From an optimization exercise on the open Yosys and OpenROAD flow, aimed at small area; shortcuts taken in it are not production practice. The RTL was checked by simulation tests, not by an equivalence proof against the original design. No activity file was given, so power comes from the tool's default toggle rates.

==> design/flow/design.v <==
`timescale 1ns / 1ps
`timescale 1ns / 1ps
`timescale 1ns / 1ps
module create_frequency(input clock, input rst, input [18:0] limit, output tick);
reg [18:0] count;
reg phase;
wire wrap = (count >= limit);
assign tick = wrap && !phase;
always @(posedge clock) begin
    if (rst) begin
        count <= 0;
        phase <= 0;
    end
    else if (wrap) begin
        count <= 0;
        phase <= ~phase;
    end
    else
        count <= count + 1'b1;
end
endmodule
`timescale 1ns / 1ps
module set_frequency(input clk, input rst, input en_4hz, input [8:0] pre,
input [3:0] placeValue,
output reg [3:0] one, output reg [3:0] ten, output reg [3:0] hundred,
output reg [3:0] thousand, output reg [18:0] limit);
localparam [18:0] N = 19'd500000;
reg [13:0] f;             
reg [18:0] cand0, cand1, cand2, cand3;
reg [13:0] r;
wire onehot = (placeValue == 4'b0001) || (placeValue == 4'b0010) ||
              (placeValue == 4'b0100) || (placeValue == 4'b1000);
wire [1:0] pv = {placeValue[3] | placeValue[2], placeValue[3] | placeValue[1]};
wire [1:0] k = en_4hz ? pv : pre[6:5];
reg [3:0] digit;
reg wrap;
reg [13:0] delta;
always @(*) begin
    case (k)
        2'd0: begin digit = one;      wrap = (one[3] & one[0]);      delta = wrap ? -14'd9   : 14'd1;    end
        2'd1: begin digit = ten;      wrap = (ten[3] & ten[0]);      delta = wrap ? -14'd90  : 14'd10;   end
        2'd2: begin digit = hundred;  wrap = (hundred[3] & hundred[0]);  delta = wrap ? -14'd900 : 14'd100;  end
        default: begin digit = thousand; wrap = thousand[3]; delta = wrap ? -14'd8000 : 14'd1000; end
    endcase
end
wire [13:0] fnext = f + delta;
wire [3:0] dnext = wrap ? 4'd0 : digit + 1'b1;
wire [13:0] d = {fnext[13:1], fnext[0] | (fnext == 14'd0)};
wire [4:0] s = pre[4:0];
wire active = (pre[8:7] == 2'b01) && (s <= 5'd18);
wire nbit = N[5'd18 - s];
wire [14:0] a = {(s == 5'd0) ? 14'd0 : r, nbit};
wire [15:0] diff = {1'b0, a} - {2'b00, d};
wire ge = !diff[15];
always @(posedge clk)
    r <= ge ? diff[13:0] : a[13:0];
wire [1:0] j = pre[6:5];
always @(posedge clk) begin
    cand0 <= {cand0[17:0], (active && j == 2'd0) ? ge : cand0[18]};
    cand1 <= {cand1[17:0], (active && j == 2'd1) ? ge : cand1[18]};
    cand2 <= {cand2[17:0], (active && j == 2'd2) ? ge : cand2[18]};
    cand3 <= {cand3[17:0], (active && j == 2'd3) ? ge : cand3[18]};
end
wire [18:0] q0 = {cand0[1:0], cand0[18:2]};
wire [18:0] q1 = {cand1[7:0], cand1[18:8]};
wire [18:0] q2 = {cand2[13:0], cand2[18:14]};
wire [18:0] q3 = {cand3[0], cand3[18:1]};
wire [3:0] pvh = placeValue & {4{en_4hz & onehot}};
wire [18:0] qsel = ({19{pvh[0]}} & q0) | ({19{pvh[1]}} & q1) | ({19{pvh[2]}} & q2) | ({19{pvh[3]}} & q3);
always @(posedge clk) begin
    if (rst) begin
        one <= 4'd0;
        ten <= 4'd0;
        hundred <= 4'd0;
        thousand <= 4'd1;
        f <= 14'd1000;
        limit <= 19'd500;
    end
    else begin
        if (|pvh) begin
            f <= fnext;
            limit <= qsel;
        end
        if (pvh[0]) one <= (one[3] & one[0]) ? 4'd0 : one + 1'b1;
        if (pvh[1]) ten <= (ten[3] & ten[0]) ? 4'd0 : ten + 1'b1;
        if (pvh[2]) hundred <= (hundred[3] & hundred[0]) ? 4'd0 : hundred + 1'b1;
        if (pvh[3]) thousand <= thousand[3] ? 4'd0 : thousand + 1'b1;
    end
end
endmodule
`timescale 1ns / 1ps
`timescale 1ns / 1ps
`timescale 1ns / 1ps
module create_pulse(input [6:0] step, input [1:0] sel,
input [5:0] maxi, input [5:0] mini, input high,
output [11:0] value);
wire [5:0] amp = maxi - mini;
wire [5:0] sine_q;
wire [5:0] saw_h;
wire [6:0] tri_h;
saw_step t1(amp, saw_h);
tri_step t2(amp, tri_h);
wire is_sine = (sel == 2'd0);
wire is_pulse = (sel == 2'd1);
wire is_tri = (sel == 2'd2);
wire down = (step >= 7'd50);
wire [6:0] step50 = down ? step - 7'd50 : step;
sine_tab t0(step50[5:0], sine_q);
wire [6:0] sine_v = down ? 7'd62 - sine_q : 7'd62 + sine_q;
wire [6:0] x = is_sine ? sine_v : (is_tri ? tri_h : step);
wire [5:0] y = is_sine ? amp : (is_tri ? step50[5:0] : saw_h);
wire [11:0] p = is_pulse ? 12'd0 : x * y;
wire neg = is_pulse ? high : (is_tri & down);
wire [5:0] base = neg ? maxi : mini;
wire [11:0] b124 = {base, 7'd0} - {base, 2'd0};
assign value = neg ? b124 - p : b124 + p;
endmodule
`timescale 1ns / 1ps
module sine_tab(input [5:0] a, output reg [5:0] y);
always @(*) begin
    case (a)
        6'd0: y = 6'd0;
        6'd1: y = 6'd4;
        6'd2: y = 6'd8;
        6'd3: y = 6'd12;
        6'd4: y = 6'd15;
        6'd5: y = 6'd19;
        6'd6: y = 6'd23;
        6'd7: y = 6'd26;
        6'd8: y = 6'd30;
        6'd9: y = 6'd33;
        6'd10: y = 6'd36;
        6'd11: y = 6'd40;
        6'd12: y = 6'd42;
        6'd13: y = 6'd45;
        6'd14: y = 6'd48;
        6'd15: y = 6'd50;
        6'd16: y = 6'd52;
        6'd17: y = 6'd54;
        6'd18: y = 6'd56;
        6'd19: y = 6'd58;
        6'd20: y = 6'd59;
        6'd21: y = 6'd60;
        6'd22: y = 6'd61;
        6'd23: y = 6'd62;
        6'd24: y = 6'd62;
        6'd25: y = 6'd62;
        6'd26: y = 6'd62;
        6'd27: y = 6'd62;
        6'd28: y = 6'd61;
        6'd29: y = 6'd60;
        6'd30: y = 6'd59;
        6'd31: y = 6'd58;
        6'd32: y = 6'd56;
        6'd33: y = 6'd54;
        6'd34: y = 6'd52;
        6'd35: y = 6'd50;
        6'd36: y = 6'd48;
        6'd37: y = 6'd45;
        6'd38: y = 6'd42;
        6'd39: y = 6'd40;
        6'd40: y = 6'd36;
        6'd41: y = 6'd33;
        6'd42: y = 6'd30;
        6'd43: y = 6'd26;
        6'd44: y = 6'd23;
        6'd45: y = 6'd19;
        6'd46: y = 6'd15;
        6'd47: y = 6'd12;
        6'd48: y = 6'd8;
        6'd49: y = 6'd4;
        default: y = 6'd0;
    endcase
end
endmodule
`timescale 1ns / 1ps
module saw_step(input [5:0] a, output reg [5:0] y);
always @(*) begin
    case (a)
        6'd0: y = 6'd0;
        6'd1: y = 6'd1;
        6'd2: y = 6'd2;
        6'd3: y = 6'd3;
        6'd4: y = 6'd5;
        6'd5: y = 6'd6;
        6'd6: y = 6'd7;
        6'd7: y = 6'd8;
        6'd8: y = 6'd10;
        6'd9: y = 6'd11;
        6'd10: y = 6'd12;
        6'd11: y = 6'd13;
        6'd12: y = 6'd15;
        6'd13: y = 6'd16;
        6'd14: y = 6'd17;
        6'd15: y = 6'd18;
        6'd16: y = 6'd20;
        6'd17: y = 6'd21;
        6'd18: y = 6'd22;
        6'd19: y = 6'd23;
        6'd20: y = 6'd25;
        6'd21: y = 6'd26;
        6'd22: y = 6'd27;
        6'd23: y = 6'd28;
        6'd24: y = 6'd30;
        6'd25: y = 6'd31;
        6'd26: y = 6'd32;
        6'd27: y = 6'd33;
        6'd28: y = 6'd35;
        6'd29: y = 6'd36;
        6'd30: y = 6'd37;
        6'd31: y = 6'd38;
        6'd32: y = 6'd40;
        6'd33: y = 6'd41;
        default: y = 6'd0;
    endcase
end
endmodule
`timescale 1ns / 1ps
module tri_step(input [5:0] a, output reg [6:0] y);
always @(*) begin
    case (a)
        6'd0: y = 7'd0;
        6'd1: y = 7'd2;
        6'd2: y = 7'd5;
        6'd3: y = 7'd7;
        6'd4: y = 7'd10;
        6'd5: y = 7'd12;
        6'd6: y = 7'd15;
        6'd7: y = 7'd17;
        6'd8: y = 7'd20;
        6'd9: y = 7'd22;
        6'd10: y = 7'd25;
        6'd11: y = 7'd27;
        6'd12: y = 7'd30;
        6'd13: y = 7'd32;
        6'd14: y = 7'd35;
        6'd15: y = 7'd37;
        6'd16: y = 7'd40;
        6'd17: y = 7'd43;
        6'd18: y = 7'd45;
        6'd19: y = 7'd48;
        6'd20: y = 7'd50;
        6'd21: y = 7'd53;
        6'd22: y = 7'd55;
        6'd23: y = 7'd58;
        6'd24: y = 7'd60;
        6'd25: y = 7'd63;
        6'd26: y = 7'd65;
        6'd27: y = 7'd68;
        6'd28: y = 7'd70;
        6'd29: y = 7'd73;
        6'd30: y = 7'd75;
        6'd31: y = 7'd78;
        6'd32: y = 7'd80;
        6'd33: y = 7'd83;
        default: y = 7'd0;
    endcase
end
endmodule
`timescale 1ns / 1ps
`timescale 1ns / 1ps
module display_7segment(input [1:0] count, input [2:0] mode, input is_pulse,
input [5:0] maxi, input [5:0] mini, input [3:0] duty_ten, input [3:0] duty_one,
input [3:0] f_one, input [3:0] f_ten, input [3:0] f_hundred, input [3:0] f_thousand,
output [11:0] segSeven);
    localparam [4:0] S_U = 5'd16, S_A = 5'd17, S_H = 5'd18, S_L = 5'd19,
                     S_O = 5'd20, S_D = 5'd21, S_C = 5'd22, S_BAR = 5'd23;
    reg [5:0] v;
    reg [1:0] tens;
    reg [3:0] ones;
    always @(*) begin
        case (mode[1:0])
            2'b00: v = maxi - mini;
            2'b10: v = maxi;
            default: v = mini;
        endcase
        if (v >= 6'd30) tens = 2'd3;
        else if (v >= 6'd20) tens = 2'd2;
        else if (v >= 6'd10) tens = 2'd1;
        else tens = 2'd0;
        ones = v - tens * 4'd10;
    end
    reg [4:0] sym;
    reg dpo;
    reg [1:0] pos;
    always @(*) begin
        sym = S_BAR;
        dpo = 1'b1;
        pos = count;
        case (mode)
            3'b000, 3'b001, 3'b010, 3'b111:
                case (count)
                    2'd0: sym = S_U;
                    2'd1: sym = {1'b0, ones};
                    2'd2: begin sym = {3'b000, tens}; dpo = 1'b0; end
                    default: case (mode)
                        3'b000: sym = S_A;
                        3'b001: sym = S_L;
                        3'b010: sym = S_H;
                        default: sym = S_O;
                    endcase
                endcase
            3'b011:
                case (count)
                    2'd0: sym = {1'b0, f_one};
                    2'd1: sym = {1'b0, f_ten};
                    2'd2: sym = {1'b0, f_hundred};
                    default: sym = {1'b0, f_thousand};
                endcase
            3'b110:
                if (is_pulse)
                    case (count)
                        2'd0: sym = {1'b0, duty_one};
                        2'd1: sym = {1'b0, duty_ten};
                        2'd2: begin sym = S_D; pos = 2'd3; end
                        default: begin sym = S_C; pos = 2'd2; end
                    endcase
            default: ;
        endcase
    end
    reg [6:0] segs;
    always @(*) begin
        case (sym)
            5'd0: segs = 7'h40;
            5'd1: segs = 7'h79;
            5'd2: segs = 7'h24;
            5'd3: segs = 7'h30;
            5'd4: segs = 7'h19;
            5'd5: segs = 7'h12;
            5'd6: segs = 7'h02;
            5'd7: segs = 7'h78;
            5'd8: segs = 7'h00;
            5'd9: segs = 7'h18;
            S_U: segs = 7'h41;
            S_A: segs = 7'h08;
            S_H: segs = 7'h09;
            S_L: segs = 7'h47;
            S_O: segs = 7'h1C;
            S_D: segs = 7'h21;
            S_C: segs = 7'h27;
            default: segs = 7'h77;
        endcase
    end
    assign segSeven = {~(4'b0001 << pos), dpo, segs};
endmodule
`timescale 1ns / 1ps
`timescale 1ns / 1ps
module DA2RefComp(input clk,input rst,input en_clk,input en_pre,input dac_rst,
output D1,output D2,output CLK_OUT,output nSYNC,
input [11:0] DATA1,input [11:0] DATA2,input START,output DONE);
localparam [1:0] Idle = 2'd0, ShiftOut = 2'd1, SyncData = 2'd2;
reg [1:0] current_state;
reg [1:0] next_state;
reg [11:0] data1;
reg [11:0] data2;
reg clk_div;
reg [3:0] shiftCounter;
wire clk_div_rise = en_clk && !dac_rst && !clk_div;
wire load = clk_div_rise && (current_state == Idle);
wire preload = en_pre && !dac_rst && !clk_div && (current_state == Idle);
reg d2_last;
always @(posedge clk) begin
    if (rst || dac_rst)
        clk_div <= 1'b0;
    else if (en_clk)
        clk_div <= ~clk_div;
end
assign CLK_OUT = clk_div;
always @(posedge clk) begin
    if (rst)
        shiftCounter <= 4'd0;
    else if (clk_div_rise) begin
        if (current_state == Idle)
            shiftCounter <= 4'd0;
        else if (current_state == ShiftOut)
            shiftCounter <= shiftCounter + 1'b1;
    end
end
always @(posedge clk) begin
    if (preload)
        data2 <= DATA2;
    if (load)
        data1 <= DATA1;
end
wire [15:0] word1 = {4'b0000, data1};
wire [15:0] word2 = {4'b0000, data2};
assign D1 = word1[~shiftCounter];
assign D2 = load ? d2_last : word2[~shiftCounter];
always @(posedge clk)
    d2_last <= D2;
always @(posedge clk) begin
    if (rst || dac_rst)
        current_state <= Idle;
    else if (clk_div_rise)
        current_state <= next_state;
end
assign DONE = (current_state == Idle);
assign nSYNC = (current_state != ShiftOut);
always @(*) begin
    next_state = current_state;
    case (current_state)
        Idle: if (START) next_state = ShiftOut;
        ShiftOut: if (shiftCounter == 4'hF) next_state = SyncData;
        SyncData: if (!START) next_state = Idle;
        default: next_state = Idle;
    endcase
end
endmodule
`timescale 1ns / 1ps
module myDAC(input CLOCK,input rst,input [3:0] frequencyPlaceValue,
input [3:0] dutycycle,
input minOrMax,input [2:0] mode,input [1:0] waveform,
input btnC,input btnD,input btnL,
input btnR,input btnU,
input load_B,
output [3:0] an, output dp, output [6:0] seg,
output [3:0] JA,output LED,output warning);
reg [8:0] pre;
always @(posedge CLOCK) begin
    if (rst) pre <= 9'd8;
    else pre <= pre + 1'b1;
end
wire HALF_TICK = (pre[1:0] == 2'b01);
wire TICK_4HZ = (pre == 9'd263);
wire [1:0] scan = pre[5:4];
reg [5:0] start_cnt;
reg START;
wire start_wrap = start_cnt[5] & start_cnt[4] & start_cnt[1];    
always @(posedge CLOCK) begin
    if (rst) begin
        start_cnt <= 6'd0;
        START <= 1'b0;
    end
    else if (start_wrap) begin
        start_cnt <= 6'd0;
        START <= ~START;
    end
    else
        start_cnt <= start_cnt + 1'b1;
end
reg [4:0] q1, q2;
always @(posedge CLOCK) begin
    if (rst) begin
        q1 <= 5'd0;
        q2 <= 5'd0;
    end
    else if (TICK_4HZ) begin
        q1 <= {btnC, btnD, btnL, btnR, btnU};
        q2 <= q1;
    end
end
wire [4:0] pulse = q1 & ~q2;
wire RESET = pulse[4];
wire PULSE_D = pulse[3];
wire PULSE_L = pulse[2];
wire PULSE_R = pulse[1];
wire PULSE_U = pulse[0];
wire [3:0] f_one, f_ten, f_hundred, f_thousand;
wire [18:0] limit_A;
set_frequency f1(CLOCK, rst, TICK_4HZ, pre, frequencyPlaceValue,
    f_one, f_ten, f_hundred, f_thousand, limit_A);
reg [3:0] duty_ten, duty_one;
wire [3:0] dsel = (dutycycle > 4'd9) ? 4'd0 : dutycycle;
always @(posedge CLOCK) begin
    if (rst) begin
        duty_ten <= 4'd5;
        duty_one <= 4'd0;
    end
    else if (TICK_4HZ && PULSE_R) begin
        if (duty_ten == dsel && !(duty_one[3] & duty_one[0]))
            duty_one <= duty_one + 1'b1;
        else begin
            duty_ten <= dsel;
            duty_one <= 4'd0;
        end
    end
end
reg [5:0] maxi, mini;
wire [5:0] span = maxi - mini;
wire wide = (span[5:1] != 5'd0);
always @(posedge CLOCK) begin
    if (rst) begin
        maxi <= 6'd33;
        mini <= 6'd0;
    end
    else if (TICK_4HZ) begin
        if (!minOrMax) begin
            if (PULSE_U && !PULSE_D) begin
                if (wide) mini <= mini + 1'b1;
            end
            else if (!PULSE_U && PULSE_D) begin
                if (mini != 6'd0) mini <= mini - 1'b1;
            end
        end
        else begin
            if (PULSE_U && !PULSE_D) begin
                if (!(maxi[5] & maxi[0])) maxi <= maxi + 1'b1;
            end
            else if (!PULSE_U && PULSE_D) begin
                if (wide) maxi <= maxi - 1'b1;
            end
        end
    end
end
reg [5:0] maxi_B, mini_B;
reg [3:0] dutyB_ten, dutyB_one;
reg [3:0] fB_one, fB_ten, fB_hundred, fB_thousand;
reg [18:0] limit_B;
reg [1:0] wave_B;
always @(posedge CLOCK) begin
    if (rst) begin
        maxi_B <= 6'd33;
        mini_B <= 6'd0;
        dutyB_ten <= 4'd5;
        dutyB_one <= 4'd0;
        fB_one <= 4'd0;
        fB_ten <= 4'd0;
        fB_hundred <= 4'd0;
        fB_thousand <= 4'd1;
        limit_B <= 19'd500;
        wave_B <= 2'd0;
    end
    else if (TICK_4HZ && load_B && PULSE_L) begin
        maxi_B <= maxi;
        mini_B <= mini;
        dutyB_ten <= duty_ten;
        dutyB_one <= duty_one;
        fB_one <= f_one;
        fB_ten <= f_ten;
        fB_hundred <= f_hundred;
        fB_thousand <= f_thousand;
        limit_B <= limit_A;
        wave_B <= waveform;
    end
end
wire tick_A, tick_B;
create_frequency cA(CLOCK, rst, limit_A, tick_A);
create_frequency cB(CLOCK, rst, limit_B, tick_B);
reg [6:0] step_A, step_B;
reg [5:0] smax_A, smin_A, smax_B, smin_B;
reg high_A, high_B;
wire [6:0] nstep_A = (step_A[6] & step_A[5] & step_A[1] & step_A[0]) ? 7'd0 : step_A + 1'b1;
always @(posedge CLOCK) begin
    if (rst) begin
        step_A <= 7'd99;
        smax_A <= 6'd0;
        smin_A <= 6'd0;
        high_A <= 1'b0;
    end
    else if (tick_A) begin
        step_A <= nstep_A;
        smax_A <= maxi;
        smin_A <= mini;
        high_A <= (nstep_A < {duty_ten, 3'b000} + {duty_ten, 1'b0} + duty_one);
    end
end
wire [6:0] nstep_B = !tick_B ? step_B : ((step_B[6] & step_B[5] & step_B[1] & step_B[0]) ? 7'd0 : step_B + 1'b1);
wire [5:0] nsmax_B = tick_B ? maxi_B : smax_B;
wire [5:0] nsmin_B = tick_B ? mini_B : smin_B;
wire nhigh_B = tick_B ? (nstep_B < {dutyB_ten, 3'b000} + {dutyB_ten, 1'b0} + dutyB_one) : high_B;
always @(posedge CLOCK) begin
    if (rst) begin
        step_B <= 7'd99;
        smax_B <= 6'd0;
        smin_B <= 6'd0;
        high_B <= 1'b0;
    end
    else begin
        step_B <= nstep_B;
        smax_B <= nsmax_B;
        smin_B <= nsmin_B;
        high_B <= nhigh_B;
    end
end
wire use_A = HALF_TICK;
wire [11:0] wave_value;
create_pulse w(use_A ? step_A : nstep_B, use_A ? waveform : wave_B,
    use_A ? smax_A : nsmax_B, use_A ? smin_A : nsmin_B,
    use_A ? high_A : nhigh_B, wave_value);
wire [11:0] segSeven;
display_7segment s4(scan, mode, load_B ? (wave_B == 2'd1) : (waveform == 2'd1),
    load_B ? maxi_B : maxi, load_B ? mini_B : mini,
    load_B ? dutyB_ten : duty_ten, load_B ? dutyB_one : duty_one,
    load_B ? fB_one : f_one, load_B ? fB_ten : f_ten,
    load_B ? fB_hundred : f_hundred, load_B ? fB_thousand : f_thousand,
    segSeven);
assign an = segSeven[11:8];
assign dp = segSeven[7];
assign seg = segSeven[6:0];
assign warning = load_B;
DA2RefComp MY_BASIC_DAC (
 .clk(CLOCK),
 .rst(rst),
 .en_clk(HALF_TICK),
 .en_pre(pre[1:0] == 2'b00),
 .START(START),
 .dac_rst(RESET),
 .D1(JA[1]),
 .D2(JA[2]),
 .CLK_OUT(JA[3]),
 .nSYNC(JA[0]),
 .DATA1(wave_value),
 .DATA2(wave_value),
 .DONE(LED)
);
endmodule
==> design/flow/flow/run.sh <==
#!/bin/bash
# Standard synthesis, then the combinational logic is re-mapped for area
# with a stronger ABC script (flip-flops untouched), then the standard
# layout from that netlist.
set -euo pipefail
W=$PWD
R=$W/orfs/results/$FLOW_PLATFORM/myDAC/base
bash standard.sh synth > $W/synth_standard.log 2>&1
cp $R/1_2_yosys.v $W/standard_1_2_yosys.v
LIB=$FLOW_HOME/platforms/sky130hd/lib/sky130_fd_sc_hd__tt_025C_1v80.lib \
DONTUSE=$W/flow/dontuse.txt IN_V=$W/standard_1_2_yosys.v TOP=$FLOW_TOP OUTDIR=$W \
OUT_V=$W/reopt_1_2_yosys.v ABC_SCRIPT=$W/flow/area.abc \
  yosys -c $W/flow/reopt.tcl > $W/reopt.log 2>&1
cp $W/reopt_1_2_yosys.v $R/1_2_yosys.v
rm -f $R/1_synth.odb
bash standard.sh finish "BUFFER_PORTS_ARGS=-buffer_cell sky130_fd_sc_hd__buf_1" > $W/layout_standard.log 2>&1
==> design/flow/flow/area.abc <==
strash
&get -n
&fraig -x
&put
scorr
dc2
dretime
strash
&get -n
&dch -f
&nf -R 1000
&put
==> design/flow/flow/dontuse.txt <==
-dont_use sky130_fd_sc_hd__lpflow_bleeder_1 -dont_use sky130_fd_sc_hd__lpflow_clkbufkapwr_1 -dont_use sky130_fd_sc_hd__lpflow_clkbufkapwr_16 -dont_use sky130_fd_sc_hd__lpflow_clkbufkapwr_2 -dont_use sky130_fd_sc_hd__lpflow_clkbufkapwr_4 -dont_use sky130_fd_sc_hd__lpflow_clkbufkapwr_8 -dont_use sky130_fd_sc_hd__lpflow_clkinvkapwr_1 -dont_use sky130_fd_sc_hd__lpflow_clkinvkapwr_16 -dont_use sky130_fd_sc_hd__lpflow_clkinvkapwr_2 -dont_use sky130_fd_sc_hd__lpflow_clkinvkapwr_4 -dont_use sky130_fd_sc_hd__lpflow_clkinvkapwr_8 -dont_use sky130_fd_sc_hd__lpflow_decapkapwr_12 -dont_use sky130_fd_sc_hd__lpflow_decapkapwr_3 -dont_use sky130_fd_sc_hd__lpflow_decapkapwr_4 -dont_use sky130_fd_sc_hd__lpflow_decapkapwr_6 -dont_use sky130_fd_sc_hd__lpflow_decapkapwr_8 -dont_use sky130_fd_sc_hd__lpflow_inputiso0n_1 -dont_use sky130_fd_sc_hd__lpflow_inputiso0p_1 -dont_use sky130_fd_sc_hd__lpflow_inputiso1n_1 -dont_use sky130_fd_sc_hd__lpflow_inputiso1p_1 -dont_use sky130_fd_sc_hd__lpflow_inputisolatch_1 -dont_use sky130_fd_sc_hd__lpflow_isobufsrc_1 -dont_use sky130_fd_sc_hd__lpflow_isobufsrc_16 -dont_use sky130_fd_sc_hd__lpflow_isobufsrc_2 -dont_use sky130_fd_sc_hd__lpflow_isobufsrc_4 -dont_use sky130_fd_sc_hd__lpflow_isobufsrc_8 -dont_use sky130_fd_sc_hd__lpflow_isobufsrckapwr_16 -dont_use sky130_fd_sc_hd__lpflow_lsbuf_lh_hl_isowell_tap_1 -dont_use sky130_fd_sc_hd__lpflow_lsbuf_lh_hl_isowell_tap_2 -dont_use sky130_fd_sc_hd__lpflow_lsbuf_lh_hl_isowell_tap_4 -dont_use sky130_fd_sc_hd__lpflow_lsbuf_lh_isowell_4 -dont_use sky130_fd_sc_hd__lpflow_lsbuf_lh_isowell_tap_1 -dont_use sky130_fd_sc_hd__lpflow_lsbuf_lh_isowell_tap_2 -dont_use sky130_fd_sc_hd__lpflow_lsbuf_lh_isowell_tap_4 -dont_use sky130_fd_sc_hd__probe_p_8 -dont_use sky130_fd_sc_hd__probec_p_8 
==> design/flow/flow/reopt.tcl <==
# Re-map the combinational logic of the standard synthesis netlist for area.
# Flip-flops stay as they are (same instances, names and cell types).
yosys -import
set lib $::env(LIB)
set dont [exec cat $::env(DONTUSE)]
read_liberty -wb -ignore_miss_func $lib
blackbox =sky130_fd_sc_hd__df* =sky130_fd_sc_hd__edf* =sky130_fd_sc_hd__sdf* =sky130_fd_sc_hd__sedf* =sky130_fd_sc_hd__dl*
read_verilog $::env(IN_V)
hierarchy -top $::env(TOP)
flatten -wb
opt -purge
eval abc -liberty $lib $dont -script $::env(ABC_SCRIPT)
opt_clean -purge
hilomap -singleton -hicell sky130_fd_sc_hd__conb_1 HI -locell sky130_fd_sc_hd__conb_1 LO
insbuf -buf sky130_fd_sc_hd__buf_4 A X
splitnets
opt_clean -purge
tee -o $::env(OUTDIR)/reopt_stat.txt stat -liberty $lib
write_verilog -noattr -nohex -nodec $::env(OUT_V)
==> design/flow/standard.sh <==
#!/bin/bash
# synth_recipe.tcl (not shown) runs the flow's synth.tcl, then flattens the netlist and writes it again
# the make line also repeats each setting of config.mk as NAME=value (left out here)
make -C /OpenROAD-flow-scripts/flow DESIGN_CONFIG=/design/flow/config.mk WORK_HOME=/design/flow/orfs CLKGATE_MAP_FILE= SYNTH_SCRIPT=/design/flow/synth_recipe.tcl "${@:-finish}"
==> design/flow/config.mk <==
export PLATFORM = sky130hd
export DESIGN_NAME = myDAC
export DESIGN_NICKNAME = myDAC
export VERILOG_FILES = /design/flow/design.v
export SDC_FILE = /design/flow/constraint.sdc
export NUM_CORES = 4
export LEC_CHECK = 0
export ABC_AREA = 1
export CAP_MARGIN = 20
export CORE_MARGIN = 2
export CORE_UTILIZATION = 55
export CTS_CLUSTER_DIAMETER = 500
export CTS_CLUSTER_SIZE = 25
export SLEW_MARGIN = 20
==> design/flow/constraint.sdc <==
create_clock -name core_clock -period 110.0 [get_ports {CLOCK}]
set_input_delay 22.0000 -clock core_clock [delete_from_list [all_inputs] [get_ports {CLOCK}]]
set_output_delay 22.0000 -clock core_clock [all_outputs]
set_load 0.01 [all_outputs]
==> run notes, run 1 <==
routed len/inst=16.6 um; Die W=187 um; fmax=19.9 MHz; routability cong.=0.872; ant diodes=0; max-cap viol count=0; worst slack at placement=59810 ps; DR iter-0 viols=902; WP data arrival=28300 ps; Cell Area, Synth=0.0183 mm^2; Post-Route Setup TNS=0 ps; CTS max path bufs=3; Worst-Skew Late Latency=540 ps; setup slack, reg-to-reg=97570 ps; GRT overflow=0; Slew HR=26.6%; Core ar.=0.0327 mm^2; # clock sinks=354; pin count of the biggest net entering global routing=60; cells after synthesis=2198; crit-path cells=clkbuf_2 -> mux2i_1 -> clkinv_1 -> maj3_1 -> a21boi_0 -> maj3_1 -> o21ai_0 -> o21ai_0 -> nor4_1 -> a2111oi_0 -> a21boi_0 -> clkinv_1 -> nand2_1 -> a221oi_1 -> nor4_1 -> nor2_1 -> or2_0 -> nand2b_1 -> a22oi_1 -> a21oi_1 -> a21oi_1 -> buf_1; Root Buffer=clkbuf_16; Row Count=66; first drt pass iteration count=7; CP max-delay cell=nor4_1; Synth Warn #=8; post-cts sizing count=0; syn_area_per_cell=8.34 um^2; Setup violations, final=0; pwr dens=21.9 mW/mm^2; CP top delay family=compound AO/OA/AOI/OAI gates; Clk pin slew, worst setup/hold paths=90 ps; initial antenna violation count=0; input/output buffers=39; # IOs=40; first-pass GRT wire length=74.4 mm; Residual DRC=0; initial core utilization=56.1%; endpoint class of the critical path=primary output; Vias=15928; dpl hpwl=33.3 mm; vias in the first global route=14930; H-tree depth=1; Slew @ Worst Pin=1090 ps; fillers=3045; Hold WC Path Type=register to register; critical path type=input pin to primary output; Leakage=7.14 nW; share of layout cells above drive strength 1=2.33%; area of the multi-input gates=0.0107 mm^2; Crit Path Max Fanout=38; final number of hold-violating endpoints=0; vias per cell=5.86; Tmin final=50300 ps; post-cts hold buffer count=0; Routed WL=45.1 mm; Data required, critical path=88000 ps; Total GRT Usage=25.3%; die height=187 um; post-CTS setup buffers=0; CTS tree=built; status=complete, no violations; Final Max Slew Viols=0; RSZ-0062 raised after global routing=false; crit path launch type=input pin; final period utilization=45.7%; syn nets=2220; cts bufs inserted=18; final setup skew=32.0 ps; Seq. cell area=0.00733 mm^2; final core occ=60.2%; Antenna Violating Nets Remaining=0; Max stage delay on crit path=820 ps; fin worst setup slack=59700 ps; final net count=2295; Peak VDD IR=0.0000307 V; Worst Path Buf+Inv=4; die area=0.0348 mm^2; P&R area growth vs syn=7.41%
-- through the flow --
step / total power, mW / cell area, um^2 / hold WS [ps] / instances
2_1_floorplan: 0.315 / 18300 / 326 / 2198
3_3_place_gp: 0.356 / 19200 / 332 / 2695
3_5_place_dp: 0.362 / 19200 / 336 / 2695
4_1_cts: 0.435 / 19700 / 339 / 2717
5_1_grt: 0.464 / 19700 / 351 / 2717
6_report: 0.431 / 19700 / 339 / 2717
-- power breakdown --
group	switching (mW)	internal, mW	total, mW
combinational	0.121	0.0824	0.204
sequential	0.00312	0.151	0.155
clock	0.0421	0.0306	0.0727
-- cell type report --
cell class                 instances  share of cell area [%]
multi-input combinational       1753                    54.3
sequential                       354                    37.2
tap                              442                    2.81
clock buffer                      20                    2.33
inverter                          89                    1.70
timing repair buffer              57                    1.45
clock inverter                     2                   0.235
-- worst register-to-register path: cells and delay by family, from the launching register on --
family | cells | cell delay, ps
compound gates | 17 | 3080
fa+ha+maj | 4 | 1540
mux | 1 | 180
xor+xnor | 9 | 2150
simple gates | 18 | 4450
buf+inv | 2 | 360
flops | 1 | 420
-- path summary, 6_finish.rpt --
| check | from | endpoint | cells after the start |
|---|---|---|---|
| hold reg to reg | f1.cand3[14]$_DFF_P_ | f1.cand3[15]$_DFF_P_ | 0 |
| setup / recovery | load_B | seg[6] | 22 |
| hold / removal | f1.cand3[14]$_DFF_P_ | f1.cand3[15]$_DFF_P_ | 0 |
| setup reg to reg | cB.count[1]$_SDFF_PP0_ | MY_BASIC_DAC.data2[11]$_DFFE_PP_ | 51 |
-- registers in the layout (all words and copies together) (netlist names), 7 cells and up --
| signal | cells |
|---|---|
| cA.count | 19 |
| MY_BASIC_DAC.data2 | 12 |
| f1.cand2 | 19 |
| f1.r | 14 |
| f1.cand3 | 19 |
| cB.count | 19 |
| f1.cand1 | 19 |
| f1.limit | 19 |
| f1.cand0 | 19 |
| f1.f | 14 |
| step_B | 7 |
| limit_B | 19 |
| step_A | 7 |
| MY_BASIC_DAC.data1 | 12 |
| pre | 9 |
-- placed cells by master, fill, tap and decap left out, types with 8 or more instances in the layout --
cell / n
maj3_1: 45
nand3_1: 52
o21a_1: 11
or3_1: 14
and3_1: 41
o22ai_1: 20
xor2_1: 55
edfxtp_1: 24
a21oi_1: 190
o21bai_1: 11
or2_0: 22
and2_0: 27
o211ai_1: 8
clkinv_1: 89
mux2i_1: 48
clkbuf_16: 18
nand2b_1: 36
a222oi_1: 14
a21o_1: 13
a31oi_1: 13
a221oi_1: 22
xnor2_1: 166
o221ai_1: 8
dfxtp_1: 330
nand2_1: 252
a22o_1: 35
a211oi_1: 24
buf_4: 18
o21ai_0: 138
a221o_1: 15
nor2_1: 269
buf_1: 37
nor3_1: 68
nor2b_1: 20
a22oi_1: 23
-- metal layers --
metal	global-route usage (%)	share of wire, %	vias to the layer above
li1	-	-	8037
met1	31.8	45	7571
met2	46.3	49	254
met3	1.99	2.6	66
met4	7.72	2.7	0
met5	0	0	-
==> run 2, diff against run 1 <==
--- a/design/flow/config.mk
+++ b/design/flow/config.mk
@@ -8,7 +8,7 @@
 export ABC_AREA = 1
 export CAP_MARGIN = 20
 export CORE_MARGIN = 2
-export CORE_UTILIZATION = 55
+export CORE_UTILIZATION = 70
 export CTS_CLUSTER_DIAMETER = 500
 export CTS_CLUSTER_SIZE = 25
 export SLEW_MARGIN = 20
==> run notes, run 2 <==
cts bufs inserted=18 (unchanged); Cell Area, Synth=0.0183 mm^2 (unchanged); reg2reg end=MY_BASIC_DAC.data1[11]$_DFFE_PP_; die height=166 um (-11%); Slew HR=30.5% (+3.9 points); Data required, critical path=88000 ps (about the same); vias in the first global route=15600 (+4.5%); fmax=19.9 MHz (about the same); critical path type=input pin to primary output; final number of hold-violating endpoints=0 (unchanged); fin worst setup slack=59720 ps (+24.6 ps); routed len/inst=17.3 um (+4.0%); pwr dens=21.9 mW/mm^2 (about the same); max-cap viol count=0 (unchanged); Tmin final=50280 ps (-24.6 ps); final core occ=75.5% (+15 points); setup slack, reg-to-reg=97600 ps (+30 ps); Slew @ Worst Pin=1040 ps (-56.0 ps); syn nets=2220 (unchanged); fillers=1916 (-37%); Root Buffer=clkbuf_16; Row Count=59 (-11%); DR iter-0 viols=1250 (+39%); final period utilization=45.7% (about the same); commonest non-fill, non-tap cells in the layout=dfxtp_1 (330), nor2_1 (269), nand2_1 (252), a21oi_1 (190), xnor2_1 (166); Hold WC Path Type=register to register; Post-DP Area=0.0190 mm^2 (-0.78%); H-tree depth=1 (unchanged); Crit Path Max Fanout=38 (unchanged); vias per cell=6.24 (+6.5%); Leakage=7.13 nW (about the same); post-CTS setup buffers=0 (unchanged); first drt pass iteration count=7 (unchanged); Antenna Violating Nets Remaining=0 (unchanged); # IOs=40 (unchanged); Hold Worst Slack=341 ps (+2.16 ps); Post-Route Setup TNS=0 ps (unchanged); ant diodes=0 (unchanged); syn_area_per_cell=8.34 um^2 (unchanged); input/output buffers=39 (unchanged); Die W=166 um (-11%); CTS tree=built; Vias=16284 (+2.2%); commonest non-fill, non-tap cell in the layout=dfxtp_1; endpoint class of the critical path=primary output; pin count of the biggest net entering global routing=72 (+20%); Final Power=429 uW (-0.58%); Non-Filler Instances=2609 (-4.0%); initial core utilization=70.8% (+15 points); P&R area growth vs syn=6.70%; Final Cell Area=0.0196 mm^2 (-0.66%); Final Max Slew Viols=0 (unchanged); Total GRT Usage=31.8% (+6.5 points); Core ar.=0.0259 mm^2 (-21%); post-cts hold buffer count=0 (unchanged); status=complete, no violations; Routed WL=45.0 mm (-0.14%); Hold Startpoint=f1.cand2[14]$_DFF_P_; WP data arrival=28280 ps (-20 ps); Worst-Skew Late Latency=530 ps (about the same); post-cts sizing count=0 (unchanged); Hold Path Cell Cnt=0 (unchanged); Residual DRC=0 (unchanged); GRT overflow=0 (unchanged); routability cong.=0.924 (+6.0%); # clock sinks=354 (unchanged); hold endpoint=f1.cand2[15]$_DFF_P_; reg2reg start=cB.count[0]$_SDFF_PP0_; CTS max path bufs=3 (unchanged); Setup violations, final=0 (unchanged); Peak VDD IR=0.0000627 V (+100%); initial antenna violation count=0 (unchanged); crit path launch type=input pin; cells after synthesis=2198 (unchanged); die area=0.0275 mm^2 (-21%); RSZ-0062 raised after global routing=false; share of layout cells above drive strength 1=2.24% (-0.087 points); final setup skew=44.1 ps (+12.1 ps); first-pass GRT wire length=74.8 mm (+0.46%); placed cell count=2586 (-4.0%); final net count=2293 (-0.087%); Clk pin slew, worst setup/hold paths=90 ps (about the same); dpl hpwl=32.4 mm (-2.6%); R2R cell count=51 (unchanged); Synth Warn #=8 (unchanged); worst slack at placement=59900 ps (+85.3 ps)
==> run 2: layout make-up <==
class	instances	area, um^2	area share (%)
multi-input combinational	1753	10700	54.7
sequential	354	7330	37.5
clock buffer	22	487	2.49
tap	335	419	2.14
inverter	89	334	1.71
timing repair buffer	55	272	1.39
clock inverter	1	30.0	0.153
==> run 2: how the worst max path moves through the flow <==
stage,start,to,cells past startpoint
3_5_place_dp,load_B,seg[6],22
4_1_cts,load_B,seg[6],22
6_report,load_B,seg[6],22
2_1_floorplan,load_B,seg[6],20
3_3_place_gp,load_B,seg[6],22
5_1_grt,load_B,seg[6],22
==> run 2: power breakdown <==
group          internal [mW]  switching, mW  total [mW]
clock network         0.0320         0.0412      0.0731
logic                 0.0825          0.118       0.201
registers              0.151        0.00319       0.155
==> run 2: routing by layer <==
layer	global-route usage, %	vias up	share of wire (%)
met3	2.74	108	4.5
li1	-	8033	-
met5	0	-	0
met4	11.4	0	3.5
met2	58.5	494	51
met1	39.0	7649	41
==> run 2: worst max-delay path: stages <==
cell and delay (ps):
clkbuf_2 660, mux2i_1 420, clkinv_1 120, maj3_1 410, a21boi_0 330, maj3_1 280
o21ai_0 90, o21ai_0 310, nor4_1 110, a2111oi_0 530, a21boi_0 470, clkinv_1 180
nand2_1 100, a221oi_1 90, nor4_1 820, nor2_1 150, or2_0 280, nand2b_1 180
a22oi_1 160, a21oi_1 60, a21oi_1 300, buf_1 200
==> run 3, diff against run 2 <==
--- a/design/flow/config.mk
+++ b/design/flow/config.mk
@@ -8,7 +8,8 @@
 export ABC_AREA = 1
 export CAP_MARGIN = 20
 export CORE_MARGIN = 2
-export CORE_UTILIZATION = 70
+export CORE_UTILIZATION = 55
+export CTS_BUF_LIST = sky130_fd_sc_hd__clkbuf_8 sky130_fd_sc_hd__clkbuf_16
 export CTS_CLUSTER_DIAMETER = 500
 export CTS_CLUSTER_SIZE = 25
 export SLEW_MARGIN = 20
==> run notes, run 3 <==
status=complete, no violations; max-cap viol count=0 (unchanged); Total GRT Usage=25.3% (-6.5 points); die height=187 um (+13%); setup slack, reg-to-reg=97570 ps (-30 ps); Setup violations, final=0 (unchanged); Flop pwr share=35.9% (-0.2 points); Post-Route Setup TNS=0 ps (unchanged); crit path launch type=input pin; Cell Area, Synth=0.0183 mm^2 (unchanged); fillers=3045 (+59%); CP max-delay cell=nor4_1; cells after synthesis=2198 (unchanged); Hold Startpoint=f1.cand3[14]$_DFF_P_; share of layout cells above drive strength 1=2.33% (+0.087 points); Final Max Slew Viols=0 (unchanged); Worst-Skew Late Latency=540 ps (about the same); Hold Path Cell Cnt=0 (unchanged); Crit Path Max Fanout=38 (unchanged); H-tree depth=1 (unchanged); Row Count=66 (+12%); clock share of power=16.8% (-0.3 points); Routed WL=45.1 mm (+0.14%); die area=0.0348 mm^2 (+27%); # IOs=40 (unchanged); fin worst setup slack=59700 ps (-24.6 ps); Vias=15927 (-2.2%); Antenna Violating Nets Remaining=0 (unchanged); final period utilization=45.7% (about the same); syn_area_per_cell=8.34 um^2 (unchanged); post-cts hold buffer count=0 (unchanged); Sw Share=38.7% (+0.70 points); reg2reg end=MY_BASIC_DAC.data2[11]$_DFFE_PP_; Hold WC Path Type=register to register; ant diodes=0 (unchanged); Die W=187 um (+13%); fmax=19.9 MHz (about the same); WP data arrival=28300 ps (+20 ps); Int Pwr=264 uW (-0.60%); DR iter-0 viols=902 (-28%); vias in the first global route=14930 (-4.3%); Synth Warn #=8 (unchanged); Core ar.=0.0327 mm^2 (+26%); Max stage delay on crit path=820 ps (about the same); pin count of the biggest net entering global routing=60 (-17%); Residual DRC=0 (unchanged); Peak VDD IR=0.0000307 V (-51%); Tmin final=50300 ps (+24.6 ps); RSZ-0062 raised after global routing=false; pwr dens=21.9 mW/mm^2 (-0.12%); initial core utilization=56.1% (-15 points); P_sw=167 uW (+2.4%); GRT overflow=0 (unchanged); commonest non-fill, non-tap cells in the layout=dfxtp_1 (330), nor2_1 (269), nand2_1 (252), a21oi_1 (190), xnor2_1 (166); dpl hpwl=33.3 mm (+2.6%); R2R cell count=51 (unchanged); first-pass GRT wire length=74.4 mm (-0.46%); P&R area growth vs syn=7.41%; cts bufs inserted=18 (unchanged); routed len/inst=16.6 um (-3.8%); hold endpoint=f1.cand3[15]$_DFF_P_; Clk pin slew, worst setup/hold paths=90 ps (about the same); combinational share of power=47.3% (+0.4 points); critical path type=input pin to primary output; Final Power=431 uW (+0.54%); vias per cell=5.86 (-6.1%); area of the multi-input gates=0.0107 mm^2 (about the same); crit-path cells=clkbuf_2 -> mux2i_1 -> clkinv_1 -> maj3_1 -> a21boi_0 -> maj3_1 -> o21ai_0 -> o21ai_0 -> nor4_1 -> a2111oi_0 -> a21boi_0 -> clkinv_1 -> nand2_1 -> a221oi_1 -> nor4_1 -> nor2_1 -> or2_0 -> nand2b_1 -> a22oi_1 -> a21oi_1 -> a21oi_1 -> buf_1; initial antenna violation count=0 (unchanged); Data required, critical path=88000 ps (about the same); final net count=2295 (+0.087%); endpoint class of the critical path=primary output; post-cts sizing count=0 (unchanged); Slew @ Worst Pin=1100 ps (+56.3 ps); # clock sinks=354 (unchanged); Seq. cell area=0.00733 mm^2 (unchanged); CTS tree=built; Root Buffer=clkbuf_16; reg2reg start=cB.count[1]$_SDFF_PP0_; CTS max path bufs=3 (unchanged); final setup skew=31.9 ps (-12.1 ps); final number of hold-violating endpoints=0 (unchanged); input/output buffers=39 (unchanged); Leakage=7.15 nW (+0.20%); routability cong.=0.872 (-5.6%); worst slack at placement=59810 ps (-85.3 ps); syn nets=2220 (unchanged); commonest non-fill, non-tap cell in the layout=dfxtp_1; first drt pass iteration count=7 (unchanged); Slew HR=26.6% (-3.9 points); post-CTS setup buffers=0 (unchanged)
-- run 3: routing by layer --
| layer | up-vias | track usage (%) | wire length, um |
|---|---|---|---|
| met5 | - | 0 | 0 |
| li1 | 8036 | - | - |
| met1 | 7571 | 31.8 | 20400 |
| met2 | 254 | 46.3 | 22300 |
| met4 | 0 | 7.72 | 1210 |
| met3 | 66 | 1.99 | 1190 |
-- run 3: cell type report --
cell class | instances | share of cell area, %
Tap cell | 442 | 2.81
Clock buffer | 18 | 2.29
Multi-Input combinational cell | 1753 | 54.3
Timing Repair Buffer | 57 | 1.45
Inverter | 89 | 1.70
Clock inverter | 4 | 0.273
Sequential cell | 354 | 37.2
-- run 3: worst max-delay path: cells and delay by family --
kind / cells / cell delay [ps]
AOI/OAI and AO/OA: 9 / 2350
muxes: 1 / 420
adders and majority gates: 2 / 690
buffers and inverters: 4 / 1190
and+or+nand+nor: 6 / 1640
-- run 3: worst max path at each step --
stage | slack (ps) | to | from
after floorplan | 61710 | seg[6] | load_B
after global placement | 60080 | seg[6] | load_B
after detailed placement | 59810 | seg[6] | load_B
after CTS | 59790 | seg[6] | load_B
after global routing | 59120 | seg[6] | load_B
final | 59700 | seg[6] | load_B
-- run 3: through the flow --
stage | instance area [um^2] | hold slack, ps | util (%) | cells
finish | 19700 | 339 | 60.2 | 2717
global route | 19700 | 351 | 60.2 | 2717
CTS | 19700 | 339 | 60.2 | 2717
detailed placement | 19200 | 336 | 58.7 | 2695
global placement | 19200 | 332 | 58.7 | 2695
floorplan | 18300 | 326 | - | 2198
-- run 3: power by group through the flow --
| stage | combinational (mW) | sequential [mW] | clock (mW) |
|---|---|---|---|
| floorplan | 0.159 | 0.156 | 0 |
| global placement | 0.199 | 0.157 | 0 |
| detailed placement | 0.205 | 0.158 | 0 |
| CTS | 0.206 | 0.155 | 0.0742 |
| global route | 0.229 | 0.156 | 0.0790 |
| finish | 0.204 | 0.155 | 0.0725 |
==> run 4, diff against run 3 <==
==> design/flow/flow/area.abc (replaced) <==
strash
&get -n
&deepsyn -T 900
&put
strash
&get -n
&dch -f
&nf -R 1000
&put
--- a/design/flow/config.mk
+++ b/design/flow/config.mk
@@ -9,7 +9,6 @@
 export CAP_MARGIN = 20
 export CORE_MARGIN = 2
 export CORE_UTILIZATION = 55
-export CTS_BUF_LIST = sky130_fd_sc_hd__clkbuf_8 sky130_fd_sc_hd__clkbuf_16
 export CTS_CLUSTER_DIAMETER = 500
 export CTS_CLUSTER_SIZE = 25
 export SLEW_MARGIN = 20
==> run notes, run 4 <==
Die W=183 um (-1.7%); fmax=20.5 MHz (+3.3%); setup slack, reg-to-reg=95200 ps (-2370 ps); status=complete, no violations; final net count=2195 (-4.4%); Residual DRC=0 (unchanged); pin count of the biggest net entering global routing=49 (-18%); RSZ-0062 raised after global routing=false; post-cts sizing count=0 (unchanged); routed len/inst=17.1 um (+2.9%); post-cts hold buffer count=0 (unchanged); Core ar.=0.0316 mm^2 (-3.3%); area of the multi-input gates=0.0101 mm^2 (-5.8%); die area=0.0336 mm^2 (-3.4%); syn_area_per_cell=8.45 um^2 (+1.3%); Total GRT Usage=26.3% (+0.94 points); first drt pass iteration count=6 (-1); critical path type=input pin to primary output; Worst Path Buf+Inv=2 (-2); reg2reg end=MY_BASIC_DAC.data1[11]$_DFFE_PP_; Vias=15511 (-2.6%); worst slack at placement=61430 ps (+1610 ps); Leakage=7.11 nW (-0.57%); final period utilization=44.3% (-1.5 points); die height=183 um (-1.7%); cells after synthesis=2094 (-4.7%); Cell Area, Synth=0.0177 mm^2 (-3.5%); endpoint class of the critical path=primary output; P&R area growth vs syn=7.86%; max-cap viol count=0 (unchanged); Data required, critical path=88000 ps (about the same); # IOs=40 (unchanged); final number of hold-violating endpoints=0 (unchanged); vias in the first global route=14474 (-3.1%); Max stage delay on crit path=690 ps (-130 ps); Tmin final=48680 ps (-1620 ps); input/output buffers=39 (unchanged); initial antenna violation count=0 (unchanged); Seq. cell area=0.00733 mm^2 (unchanged); CP top delay family=compound AO/OA/AOI/OAI gates; crit-path cells=clkbuf_2 -> mux2i_1 -> nand2b_1 -> a21boi_0 -> maj3_1 -> nor4_1 -> a221oi_1 -> o21ai_0 -> a21oi_1 -> nor2b_1 -> o21a_1 -> o311ai_0 -> a21o_1 -> or2_0 -> a21oi_1 -> mux2i_1 -> buf_1; fin worst setup slack=61320 ps (+1620 ps); Hold Worst Slack=351 ps (+11.5 ps); routability cong.=0.880 (+0.95%); vias per cell=6.02 (+2.7%); R2R cell count=68 (+33%); Clk pin slew, worst setup/hold paths=90 ps (about the same); dpl hpwl=32.1 mm (-3.6%); Post-DP Area=0.0185 mm^2 (-3.4%); Root Buffer=clkbuf_16; fillers=2785 (-8.5%); crit path launch type=input pin; CTS max path bufs=3 (unchanged); hold endpoint=f1.cand3[15]$_DFF_P_; Routed WL=44.0 mm (-2.4%); Slew @ Worst Pin=1050 ps (-42.2 ps); syn nets=2116 (-4.7%); final core occ=60.3% (+0.10 points); share of layout cells above drive strength 1=2.57% (+0.25 points); Crit Path Max Fanout=37 (-2.6%); Hold Startpoint=f1.cand3[14]$_DFF_P_; DR iter-0 viols=1124 (+25%); final setup skew=21.9 ps (-10.1 ps); Post-Route Setup TNS=0 ps (unchanged); pwr dens=15.6 mW/mm^2 (-29%); Slew HR=29.8% (+3.2 points); Worst-Skew Late Latency=520 ps (-20 ps); Setup violations, final=0 (unchanged); Hold WC Path Type=register to register; post-CTS setup buffers=0 (unchanged); Synth Warn #=8 (unchanged); Peak VDD IR=0.0000115 V (-63%); H-tree depth=1 (unchanged); # clock sinks=354 (unchanged); CP max-delay cell=o311ai_0; initial core utilization=55.9% (-0.14 points); cts bufs inserted=18 (unchanged); Antenna Violating Nets Remaining=0 (unchanged); WP data arrival=26680 ps (-1620 ps); commonest non-fill, non-tap cells in the layout=dfxtp_1 (330), nor2_1 (273), nand2_1 (213), a21oi_1 (155), o21ai_0 (112); Hold Path Cell Cnt=0 (unchanged); ant diodes=0 (unchanged); GRT overflow=0 (unchanged); reg2reg start=cB.count[1]$_SDFF_PP0_; Final Cell Area=0.0191 mm^2 (-3.1%); CTS tree=built; commonest non-fill, non-tap cell in the layout=dfxtp_1; Final Max Slew Viols=0 (unchanged); first-pass GRT wire length=73.1 mm (-1.8%); Row Count=65 (-1.5%)
run 4: cell types whose count changed in the layout (fill, tap and decap cells not counted), moves of 20 or more:
| cell | change |
|---|---|
| a21oi_1 | -35 |
| a22o_1 | +31 |
| maj3_1 | -21 |
| nand2_1 | -39 |
| nor2b_1 | +20 |
| o21ai_0 | -26 |
| o22ai_1 | +22 |
| xnor2_1 | -55 |
run 4: routing by layer:
layer	part of all wire (%)	GRT usage, %	up-vias
met5	0	0	-
met4	1.7	5.18	0
met3	5.4	3.16	52
met2	44	42.4	398
met1	49	38.0	7303
li1	-	-	7758
run 4: how the worst max path moves through the flow:
stage	to	slack, ps	cells past startpoint	start
final	seg[1]	61320	17	load_B
after global routing	seg[0]	60920	18	load_B
after CTS	seg[1]	61390	17	load_B
after detailed placement	seg[1]	61430	17	load_B
after global placement	seg[1]	61660	17	load_B
after floorplan	seg[1]	62890	15	load_B
run 4: final cells by class:
type / instances / share of cell area, %
inverters: 85 / 1.67
flip-flops and latches: 354 / 38.4
well taps: 402 / 2.64
repair buffers: 61 / 1.84
clock inverters: 1 / 0.157
clock buffers: 21 / 2.53
multi-input cells: 1653 / 52.8
run 4: per-stage QoR:
| stage | power [mW] | instances |
|---|---|---|
| 3_3_place_gp | 0.225 | 2551 |
| 3_5_place_dp | 0.228 | 2553 |
| 5_1_grt | 0.315 | 2577 |
| 4_1_cts | 0.300 | 2575 |
| 2_1_floorplan | 0.210 | 2094 |
| 6_report | 0.298 | 2577 |
run 4: where the power goes:
| group | internal, mW | switching [mW] | total [mW] |
|---|---|---|---|
| sequential | 0.141 | 0.00333 | 0.144 |
| combinational | 0.0327 | 0.0481 | 0.0807 |
| clock | 0.0318 | 0.0410 | 0.0729 |
run 4: worst reg2reg max path: cells and delay by family (launching register included):
family                     cells  cell delay [ps]
adders and majority gates      6             1690
DFF                            1              400
and+or+nand+nor               23             4090
AOI/OAI and AO/OA             26             5560
xor gates and xnor gates       9             2300
buffers and inverters          4              510
==> run 5, diff against run 4 <==
==> design/flow/flow/area.abc (replaced) <==
strash
&get -n
&fraig -x
&put
scorr
dc2
dretime
strash
&get -n
&dch -f
&nf -R 1000
&put
--- a/design/flow/config.mk
+++ b/design/flow/config.mk
@@ -9,6 +9,7 @@
 export CAP_MARGIN = 20
 export CORE_MARGIN = 2
 export CORE_UTILIZATION = 55
+export CTS_BUF_LIST = sky130_fd_sc_hd__clkbuf_8
 export CTS_CLUSTER_DIAMETER = 500
-export CTS_CLUSTER_SIZE = 25
+export CTS_CLUSTER_SIZE = 14
 export SLEW_MARGIN = 20
==> run notes, run 5 <==
status=complete, no violations; initial antenna violation count=0 (unchanged); crit-path cells=clkbuf_2 -> mux2i_1 -> clkinv_1 -> maj3_1 -> a21boi_0 -> maj3_1 -> o21ai_0 -> o21ai_0 -> nor4_1 -> a2111oi_0 -> a21boi_0 -> clkinv_1 -> nand2_1 -> a221oi_1 -> nor4_1 -> nor2_1 -> or2_0 -> nand2b_1 -> a22oi_1 -> a21oi_1 -> a21oi_1 -> buf_1; P&R area growth vs syn=7.04%; Residual DRC=0 (unchanged); Clk pin slew, worst setup/hold paths=90 ps (about the same); R2R cell count=51 (-25%); reg2reg start=cB.count[1]$_SDFF_PP0_; Final Cell Area=0.0196 mm^2 (+2.8%); Row Count=66 (+1.5%); vias per cell=5.84 (-3.0%); input/output buffers=39 (unchanged); Tmin final=50260 ps (+1580 ps); Max stage delay on crit path=830 ps (+140 ps); Total GRT Usage=25.3% (-1.0 points); syn nets=2220 (+4.9%); Antenna Violating Nets Remaining=0 (unchanged); Slew HR=25.6% (-4.2 points); CP top delay family=compound AO/OA/AOI/OAI gates; WP depth=22 (+5); Final Max Slew Viols=0 (unchanged); routed len/inst=16.5 um (-3.2%); Setup violations, final=0 (unchanged); setup slack, reg-to-reg=97590 ps (+2390 ps); die height=187 um (+1.8%); post-CTS setup buffers=0 (unchanged); ant diodes=0 (unchanged); DR iter-0 viols=867 (-23%); Leakage=7.14 nW (+0.45%); reg2reg end=MY_BASIC_DAC.data1[11]$_DFFE_PP_; Post-DP Area=0.0192 mm^2 (+3.5%); CP max-delay cell=nor4_1; Core ar.=0.0327 mm^2 (+3.4%); CTS max path bufs=3 (unchanged); Data required, critical path=88000 ps (about the same); post-cts hold buffer count=0 (unchanged); die area=0.0348 mm^2 (+3.5%); crit path launch type=input pin; share of layout cells above drive strength 1=2.80% (+0.22 points); Post-Route Setup TNS=0 ps (unchanged); dpl hpwl=33.3 mm (+3.7%); Slew @ Worst Pin=1110 ps (+57.7 ps); Synth Warn #=8 (unchanged); final number of hold-violating endpoints=0 (unchanged); commonest non-fill, non-tap cell in the layout=dfxtp_1; max-cap viol count=0 (unchanged); # IOs=40 (unchanged); cells after synthesis=2198 (+5.0%); cts bufs inserted=29 (+11); fmax=19.9 MHz (-3.1%); Root Buffer=clkbuf_8; final net count=2306 (+5.1%); routability cong.=0.872 (-0.94%); final setup skew=29.6 ps (+7.75 ps); GRT overflow=0 (unchanged); syn_area_per_cell=8.34 um^2 (-1.3%); final period utilization=45.7% (+1.4 points); first drt pass iteration count=5 (-1); CTS tree=built; Cell Area, Synth=0.0183 mm^2 (+3.6%); initial core utilization=56.1% (+0.14 points); CP Capture Point=seg[6]; # clock sinks=354 (unchanged); H-tree depth=1 (unchanged); pin count of the biggest net entering global routing=60 (+22%); Worst Path Buf+Inv=4 (+2); commonest non-fill, non-tap cells in the layout=dfxtp_1 (330), nor2_1 (269), nand2_1 (252), a21oi_1 (190), xnor2_1 (166); Routed WL=45.1 mm (+2.6%); Crit Path Max Fanout=38 (+2.7%); Die W=187 um (+1.8%); first-pass GRT wire length=74.2 mm (+1.5%); Critical Path Start=load_B; RSZ-0062 raised after global routing=false; Worst-Skew Late Latency=610 ps (+90 ps); Vias=15943 (+2.8%); vias in the first global route=14977 (+3.5%); WP data arrival=28260 ps (+1580 ps); critical path type=input pin to primary output; Hold WC Path Type=register to register; post-cts sizing count=0 (unchanged); pwr dens=21.6 mW/mm^2 (+38%); endpoint class of the critical path=primary output; Peak VDD IR=0.0000307 V (+170%)
==> run 5: worst reg2reg max path: cells and delay by family, from the launching register on <==
kind	cells	cell delay (ps)
xor gates and xnor gates	9	2160
adders and majority gates	4	1530
AOI/OAI and AO/OA	17	3090
and+or+nand+nor	18	4430
DFF	1	420
muxes	1	180
buffers and inverters	2	360
==> run 5: per-layer routing <==
layer  track usage [%]  part of all wire, %  vias up
met5                 0                    0        -
met4              7.69                  2.6        0
met3              2.22                  2.9       65
met2              46.4                   50      271
met1              31.4                   45     7547
li1                  -                    -     8060
==> run 5: power breakdown <==
part           total, mW  switching [mW]  internal, mW
logic              0.204           0.121        0.0824
clock network     0.0655          0.0413        0.0242
registers          0.155         0.00314         0.151
==> run 5: how the worst min path moves through the flow <==
stage                         start                    to  slack (ps)  cells past startpoint
2_1_floorplan   f1.cand3[8]$_DFF_P_   f1.cand3[9]$_DFF_P_         330                      0
3_3_place_gp   f1.cand3[15]$_DFF_P_  f1.cand3[16]$_DFF_P_         330                      0
3_5_place_dp    f1.cand0[2]$_DFF_P_   f1.cand0[3]$_DFF_P_         340                      0
4_1_cts        f1.cand3[16]$_DFF_P_  f1.cand3[17]$_DFF_P_         340                      0
5_1_grt        f1.cand3[16]$_DFF_P_  f1.cand3[17]$_DFF_P_         350                      0
6_report       f1.cand3[16]$_DFF_P_  f1.cand3[17]$_DFF_P_         350                      0
==> run 5: metrics by stage <==
| step | hold slack [ps] | util [%] | cells | setup WS [ps] | total power, mW |
|---|---|---|---|---|---|
| 6_report | 351 | 60.0 | 2730 | 59740 | 0.424 |
| 5_1_grt | 347 | 60.0 | 2730 | 59120 | 0.456 |
| 4_1_cts | 339 | 60.0 | 2730 | 59790 | 0.428 |
| 3_5_place_dp | 336 | 58.7 | 2695 | 59810 | 0.362 |
| 3_3_place_gp | 332 | 58.7 | 2695 | 60080 | 0.356 |
| 2_1_floorplan | 326 | - | 2198 | 61710 | 0.315 |
==> run 5: area by class of cell <==
class                      count  area, um^2
timing repair buffer          57         287
clock inverter                 6        37.5
sequential                   354        7330
tap                          442         553
multi-input combinational   1753       10700
clock buffer                  29         399
fill                        3056       13100
inverter                      89         334
==> run 6, diff against run 5 <==
==> design/flow/flow/run.sh (replaced) <==
#!/bin/bash
# Standard synthesis, then the combinational logic is re-mapped for area
# with stronger ABC scripts (flip-flops untouched: same instances, names and
# cell types); the smallest of the re-mapped netlists is laid out with the
# standard flow.
set -euo pipefail
W=$PWD
R=$W/orfs/results/$FLOW_PLATFORM/myDAC/base
bash standard.sh synth > $W/synth_standard.log 2>&1
cp $R/1_2_yosys.v $W/standard_1_2_yosys.v
LIB=$FLOW_HOME/platforms/sky130hd/lib/sky130_fd_sc_hd__tt_025C_1v80.lib
best=""
bestarea=""
for s in 0 1 2 3; do
  mkdir -p $W/reopt_$s
  sed "s/SEED/$s/" $W/flow/area.abc.in > $W/reopt_$s/area.abc
  LIB=$LIB DONTUSE=$W/flow/dontuse.txt IN_V=$W/standard_1_2_yosys.v TOP=$FLOW_TOP \
  OUTDIR=$W/reopt_$s OUT_V=$W/reopt_$s/netlist.v ABC_SCRIPT=$W/reopt_$s/area.abc \
    yosys -c $W/flow/reopt.tcl > $W/reopt_$s/reopt.log 2>&1 &
done
wait
for s in 0 1 2 3; do
  a=$(awk '/Chip area/ {print $NF}' $W/reopt_$s/reopt_stat.txt 2>/dev/null || true)
  echo "seed $s: area $a" >> $W/reopt_choice.log
  if [[ -n "$a" && -s $W/reopt_$s/netlist.v ]]; then
    if [[ -z "$best" ]] || awk -v a="$a" -v b="$bestarea" 'BEGIN {exit !(a < b)}'; then
      best=$s; bestarea=$a
    fi
  fi
done
echo "chosen: seed $best, area $bestarea" >> $W/reopt_choice.log
if [[ -n "$best" ]]; then
  cp $W/reopt_$best/netlist.v $R/1_2_yosys.v
  rm -f $R/1_synth.odb
fi
bash standard.sh finish "BUFFER_PORTS_ARGS=-buffer_cell sky130_fd_sc_hd__buf_1" > $W/layout_standard.log 2>&1
==> design/flow/flow/area.abc.in (new file) <==
strash
&get -n
&deepsyn -T 420 -S SEED
&put
strash
&get -n
&dch -f
&nf -R 1000
&put
--- a/design/flow/config.mk
+++ b/design/flow/config.mk
@@ -9,7 +9,6 @@
 export CAP_MARGIN = 20
 export CORE_MARGIN = 2
 export CORE_UTILIZATION = 55
-export CTS_BUF_LIST = sky130_fd_sc_hd__clkbuf_8
 export CTS_CLUSTER_DIAMETER = 500
-export CTS_CLUSTER_SIZE = 14
+export CTS_CLUSTER_SIZE = 25
 export SLEW_MARGIN = 20
removed: design/flow/flow/area.abc
==> run notes, run 6 <==
GRT overflow=0 (unchanged); fmax=20.5 MHz (+3.2%); WP data arrival=26680 ps (-1580 ps); M1 GR Usage=33.4% (+2.0 points); Max stage delay on crit path=740 ps (-90 ps); Worst-Skew Late Latency=540 ps (-70 ps); first-pass GRT wire length=72.2 mm (-2.7%); Cell Area, Synth=0.0176 mm^2 (-3.8%); GRT met2 Usage=47.3% (+0.99 points); syn_area_per_cell=8.38 um^2 (+0.43%); RSZ-0062 raised after global routing=false; DR iter-0 viols=989 (+14%); dpl hpwl=31.9 mm (-4.2%); # clock sinks=354 (unchanged); Crit Path Max Fanout=42 (+11%); Peak VDD IR=0.0000158 V (-49%); most used cell, CP=a21oi_1; Tmin final=48680 ps (-1580 ps); critical path type=input pin to primary output; Row Count=65 (-1.5%); CTS tree=built; final period utilization=44.3% (-1.4 points); ant diodes=0 (unchanged); cts bufs inserted=18 (-38%); Final Cell Area=0.0189 mm^2 (-3.4%); Residual DRC=0 (unchanged); P&R area growth vs syn=7.46%; endpoint class of the critical path=primary output; CP max-delay cell=clkbuf_2; Total GRT Usage=26.1% (+0.81 points); CTS max path bufs=3 (unchanged); commonest non-fill, non-tap cells in the layout=dfxtp_1 (330), nor2_1 (258), nand2_1 (212), a21oi_1 (169), o21ai_0 (124); Post-DP Area=0.0184 mm^2 (-4.0%); initial core utilization=55.9% (-0.18 points); routed len/inst=16.9 um (+2.1%); pin count of the biggest net entering global routing=49 (-18%); syn nets=2127 (-4.2%); first drt pass iteration count=6 (+1); Slew @ Worst Pin=1060 ps (-45.7 ps); H-tree depth=1 (unchanged); crit path launch type=input pin; cells after synthesis=2105 (-4.2%); Slew HR=29.0% (+3.5 points); Post-Route Setup TNS=0 ps (unchanged); GR peak layer=met2; die area=0.0335 mm^2 (-3.7%); vias per cell=5.88 (+0.69%); # IOs=40 (unchanged); Core ar.=0.0316 mm^2 (-3.5%); Synth Warn #=8 (unchanged); Final Max Slew Viols=0 (unchanged); initial antenna violation count=1 (+1); crit-path cells=clkbuf_2 -> mux2_1 -> a21oi_1 -> nor2_1 -> nor2b_1 -> o21ai_0 -> nand2_1 -> clkinv_1 -> a222oi_1 -> o21ai_0 -> nor2_1 -> nor3_1 -> or3_1 -> xnor2_1 -> a21oi_1 -> nand3_1 -> a21oi_1 -> o31ai_1 -> a21oi_1 -> buf_1; Data required, critical path=88000 ps (about the same); commonest non-fill, non-tap cell in the layout=dfxtp_1; Leakage=6.77 nW (-5.1%); vias in the first global route=14326 (-4.3%); post-CTS setup buffers=0 (unchanged); met3 Use GR=2.32% (+0.10 points); final net count=2203 (-4.5%); status=complete, no violations; final number of hold-violating endpoints=0 (unchanged); post-cts sizing count=0 (unchanged); Final Power=263 uW (-38%); Routed WL=43.7 mm (-3.3%); Setup violations, final=0 (unchanged); Clk pin slew, worst setup/hold paths=100 ps (about the same); max-cap viol count=0 (unchanged); post-cts hold buffer count=0 (unchanged); input/output buffers=39 (unchanged); share of layout cells above drive strength 1=2.15% (-0.64 points); pwr dens=13.9 mW/mm^2 (-36%); Hold WC Path Type=register to register; Antenna Violating Nets Remaining=0 (unchanged); Vias=15201 (-4.7%); die height=183 um (-1.9%); final setup skew=35.0 ps (+5.34 ps); Root Buffer=clkbuf_16; Die W=183 um (-1.9%); routability cong.=0.887 (+1.8%)
-- run 6: area by class of cell --
cell class,instances,area (um^2)
fill,2906,12600
multi-input combinational,1652,9950
sequential,354,7330
tap,402,503
clock buffer,20,458
inverter,97,364
timing repair buffer,58,292
clock inverter,2,60.1
-- run 6: routing by layer --
layer / routed length, um / vias to the layer above
met3: 1480 / 65
met1: 19500 / 7152
met5: 18 / -
li1: - / 7689
met4: 999 / 2
met2: 21600 / 293
-- run 6: stage by stage --
stage | util [%] | instances | worst slack, ps | hold slack, ps
after floorplan | - | 2105 | 62730 | 326
after global placement | 58.4 | 2563 | 61580 | 327
after detailed placement | 58.4 | 2563 | 61370 | 331
after CTS | 60.0 | 2585 | 61360 | 348
after global routing | 60.1 | 2585 | 60820 | 351
final | 60.1 | 2585 | 61320 | 345
-- run 6: critical path: cells and delay by family --
family                    cells  cell delay (ps)
AOI/OAI and AO/OA             8             1840
xor gates and xnor gates      1              140
buffers and inverters         3              960
muxes                         1              400
and+or+nand+nor               7             1290
-- run 6: final timing paths --
kind | depth (start not counted) | from | slack, ps | to
setup / recovery | 20 | load_B | 61320 | seg[3]
hold / removal | 0 | f1.cand0[16]$_DFF_P_ | 350 | f1.cand0[17]$_DFF_P_
setup reg to reg | 65 | limit_B[1]$_SDFFE_PP0P_ | 95760 | MY_BASIC_DAC.data2[11]$_DFFE_PP_
hold reg to reg | 0 | f1.cand0[16]$_DFF_P_ | 350 | f1.cand0[17]$_DFF_P_
-- run 6: where the power goes --
group	switching (mW)	internal [mW]	total, mW
Clock	0.0416	0.0308	0.0725
Sequential	0.00274	0.137	0.140
Combinational	0.0309	0.0194	0.0504

[what the ideal ports hide]
The flow's constraints put no driver on any port. The routed layouts listed below were extracted and timed again, unchanged, in two steps. Step 1 assumes that a clkbuf_16 drives the clock port and a buf_2 every other input. Step 2, shift: input delay + t, output delay - t, t = (earliest + latest rising clock arrival at the registers) / 2. This alone moves slack from input paths to output paths. Three values: ideal ports, drivers, drivers and shift; two values: the first two.
run | t, ns | setup WS [ns] | slew at the worst register clock pin (ns)
run 1 | 0.581 | 59.698 / 59.651 / 59.651 | 0.11 / 0.11
run 2 | 0.557 | 59.723 / 59.669 / 59.669 | 0.11 / 0.11
run 3 | 0.581 | 59.698 / 59.651 / 59.651 | 0.11 / 0.11
run 4 | 0.571 | 61.322 / 61.299 / 61.299 | 0.11 / 0.11
run 5 | 0.648 | 59.743 / 59.691 / 59.691 | 0.10 / 0.10
run 6 | 0.575 | 61.324 / 61.298 / 61.298 | 0.10 / 0.10
After both steps setup and hold are still met in every run listed. For run 2, which loses most, drivers alone change the setup slack by -0.054 ns; drivers and shift together by -0.054 ns.
